This is an optimization exercise on Yosys and OpenROAD, whose aim is small area and a short achievable clock period, not a production implementation.
Function was checked by simulation only, so behaviour that the tests miss may differ from the original.
Power is estimated from default activity; no workload was simulated.

JK:
// mips
module mips(
    input clk,
    input reset,
    input [31:0] PrRData,
    input [7:2] HWInt,
    output [31:0] PrAddr,
    output [31:0] PrWData,
    output [3:0] PrMask,
    output PrWrite,
    output [31:0] InstrAddr,
    input [31:0] InstrData,
    output [31:0] DmAddr,
    output [31:0] DmWData,
    output [3:0] DmBE,
    output DmWrite,
    input [31:0] DmRData
    );
    reg  [31:0] PC_F;
    reg  [31:0] PC4_D, I_D;
    reg  [31:0] A_E, B_E, I_E;
    reg  [4:0]  sh_amt_E;
    reg         a_imm_E, a_fwM_E, a_fwW_E, b_imm_E, b_fwM_E, b_fwW_E;
    reg         r_sub_E, r_slt_E, r_sltu_E, r_and_E, r_or_E, r_xor_E, r_nor_E;
    reg         r_sll_E, r_srl_E, r_sra_E, r_rot_E, r_pass_E, r_hi_E, r_lo_E;
    reg         E_toWrite, E_Unready, E_load;
    reg  [4:0]  E_Addr;
    reg         E_rw;
    reg  [4:0]  E_wa;
    reg         E_st, E_sth, E_stw;
    reg         E_ld, E_ldh, E_ldw, E_ldsx;
    reg         md_busy_E, md_mul_E, md_sgn_E, md_acc_E, md_sub_E, md_div_E, md_mthi_E, md_mtlo_E;
    reg  [31:0] Res_M, Data_M;
    reg         M_toWrite, M_Unready;
  ...
Settings: LEC_CHECK=0, CAP_MARGIN=20, CORE_MARGIN=2, CORE_UTILIZATION=40, SLEW_MARGIN=20; clock period 18.0 ns.
standard.sh (not shown) runs the stock make flow with config.mk's settings and CLKGATE_MAP_FILE= SYNTH_SCRIPT=/design/flow/synth_recipe.tcl, a recipe that flattens the netlist after the stock synthesis.
==> flow/flow/run.sh <==
#!/bin/bash
# Standard layout, with timing repair aiming at a shorter period than the
# clock it is built at (repair_timing -setup_margin), so that gate sizing and
# buffering work on the paths that set the achieved period.
set -euo pipefail
bash standard.sh SETUP_SLACK_MARGIN=12.5 finish > standard_flow.log 2>&1
The final layout from JK, which completed every stage, passed the timing, design-rule and antenna checks at the end of the flow.
Inputs modified between JK and MS:
--- a/flow/design.v
+++ b/flow/design.v
@@ -46,15 +46,14 @@
     reg  [31:0] sr, epc;
     reg         c_bd;
     reg  [5:0]  c_ip;
     reg         c_sw;
     reg  [31:0] Hi, Lo;
     reg  [3:0]  cnt;
     reg         fin;
-    reg         nrow;
     reg  [31:0] mA, mB;
     reg  [33:0] mW;
     reg  [33:0] m3;
     reg  [34:0] m5, m7;
     reg         s_div, s_sgn, s_sub, s_nq, s_nr;
     wire [5:0] op = I_D[31:26];
     wire [5:0] fn = I_D[5:0];
@@ -363,31 +362,31 @@
     wire mul_step = run & !s_div;
     wire div_step = run & s_div;
     wire mul_fin = fin & !s_div;
     wire div_fin = fin & s_div;
     wire mlast = mul_fin;
     wire sgA = s_sgn & mA[31];
     wire [39:0] aX = {{8{sgA}}, mA};
-    wire neg1 = nrow & mB[1];
+    wire neg1 = mlast & s_sgn & mB[1];
     wire [39:0] pp0 = mB[0] ? aX : 40'b0;
-    wire [39:0] pp1 = mB[1] ? ({aX[38:0], 1'b0} ^ {40{nrow}}) : 40'b0;
+    wire [39:0] pp1 = mB[1] ? ({aX[38:0], 1'b0} ^ {40{neg1}}) : 40'b0;
     wire [39:0] pp2 = mB[2] ? {aX[37:0], 2'b0} : 40'b0;
     wire [39:0] pp3 = mB[3] ? {aX[36:0], 3'b0} : 40'b0;
     wire [39:0] pp4 = mB[4] ? {aX[35:0], 4'b0} : 40'b0;
     wire [39:0] pp5 = mB[5] ? {aX[34:0], 5'b0} : 40'b0;
     wire [39:0] pw  = {{6{mW[33]}}, mW};
     wire [39:0] ph  = mlast ? {6'b0, Hi, 2'b0} : 40'b0;
-    wire [39:0] s1 = pw ^ pp0 ^ pp5;
-    wire [39:0] c1 = {((pw & pp0) | (pw & pp5) | (pp0 & pp5)), neg1};
+    wire [39:0] s1 = pw ^ pp0 ^ pp1;
+    wire [39:0] c1 = {((pw & pp0) | (pw & pp1) | (pp0 & pp1)), neg1};
     wire [39:0] s2 = pp2 ^ pp3 ^ pp4;
     wire [39:0] c2 = {((pp2 & pp3) | (pp2 & pp4) | (pp3 & pp4)), 1'b0};
     wire [39:0] s3 = s1 ^ c1 ^ s2;
     wire [39:0] c3 = {((s1 & c1) | (s1 & s2) | (c1 & s2)), 1'b0};
-    wire [39:0] s4 = c2 ^ pp1 ^ ph;
-    wire [39:0] c4 = {((c2 & pp1) | (c2 & ph) | (pp1 & ph)), 1'b0};
+    wire [39:0] s4 = c2 ^ pp5 ^ ph;
+    wire [39:0] c4 = {((c2 & pp5) | (c2 & ph) | (pp5 & ph)), 1'b0};
     wire [39:0] s5 = s3 ^ c3 ^ s4;
     wire [39:0] c5 = {((s3 & c3) | (s3 & s4) | (c3 & s4)), 1'b0};
     wire [39:0] s6 = s5 ^ c5 ^ c4;
     wire [39:0] c6 = {((s5 & c5) | (s5 & c4) | (c5 & c4)), 1'b0};
     wire [39:0] T = s6 + c6;
     wire dv_mul = div_step & (cnt == 4'd10);
     wire dv_stp = (div_step & (cnt != 4'd10)) | div_fin;
@@ -427,18 +426,16 @@
     wire [31:0] sqm = (sq != 2'd0) ? {mB[29:0], sq - 2'd1} : {Lo[29:0], 2'b11};
     wire [31:0] absA = (md_sgn_E & AluA[31]) ? -AluA : AluA;
     wire [31:0] absB = (md_sgn_E & AluB[31]) ? -AluB : AluB;
     always @(posedge clk) begin
         if (reset) begin
             cnt <= 0;
             fin <= 0;
-            nrow <= 0;
         end else begin
             fin <= cnt == 4'd1;
-            nrow <= (cnt == 4'd1) & !s_div & s_sgn;
             if (mul_start)
                 cnt <= 4'd5;
             else if (div_start)
                 cnt <= 4'd10;
             else if (run)
                 cnt <= cnt - 4'd1;
         end
### Flow results
MS against JK: worst hold margin saw a decrease, final design area excluding fillers barely changed. Of JK and MS, the higher arrival time at the worst endpoint belongs to MS. | time the worst path needs with I/O delays and setup | MS vs JK | 0.75 ns higher |. Share of power burned in the clock network down 0.7 points in MS wrt JK. [compare] base=JK new=MS: combinational cell fraction of total power higher; number of standard cells in the layout, taps in and fillers out essentially unchanged; die area now smaller; cell depth of the worst setup path rose by 21. MS finished end to end and its layout was clean on timing, DRC and antenna. MS: number of antenna violations at the first check in global routing is 13 lower than what JK reported. Diff JK -> MS: fraction of power spent switching nets went down; portion of the clock cycle consumed by the worst path in the final layout went up; non-clock buffer count went up.

==> re-timing with driven ports <==
Ports are ideal in the flow. The routed layouts listed here were re-timed in OpenROAD. Step 1 (the two cells are an assumption about what drives the block):
set clk [get_ports {clk}]
set_driving_cell -lib_cell sky130_fd_sc_hd__clkbuf_16 $clk
set_driving_cell -lib_cell sky130_fd_sc_hd__buf_2 [delete_from_list [all_inputs] $clk]
Step 2 adds t to the input delays and takes it off the output delays; t is the mean of the earliest and latest rising clock arrival at the registers after step 1. Input paths then give back, and output paths get back, about the clock's delay inside the block. Three values: no drivers, after step 1, after step 2; two values: the first two.
| run | t, ns | setup slack, ns | latest minus earliest clock arrival (ns) | worst data-port slew with drivers (ns) |
|---|---|---|---|---|
| JK | 1.030 | 12.207 / 12.081 / 11.497 | 0.144 / 0.143 | 0.07 |
| MS | 0.986 | 11.453 / 11.453 / 11.453 | 0.141 / 0.141 | 0.08 |
After both steps every run listed still meets setup and hold. The setup slack of JK, which loses most, moves by -0.126 ns with the drivers and by -0.710 ns with both steps.
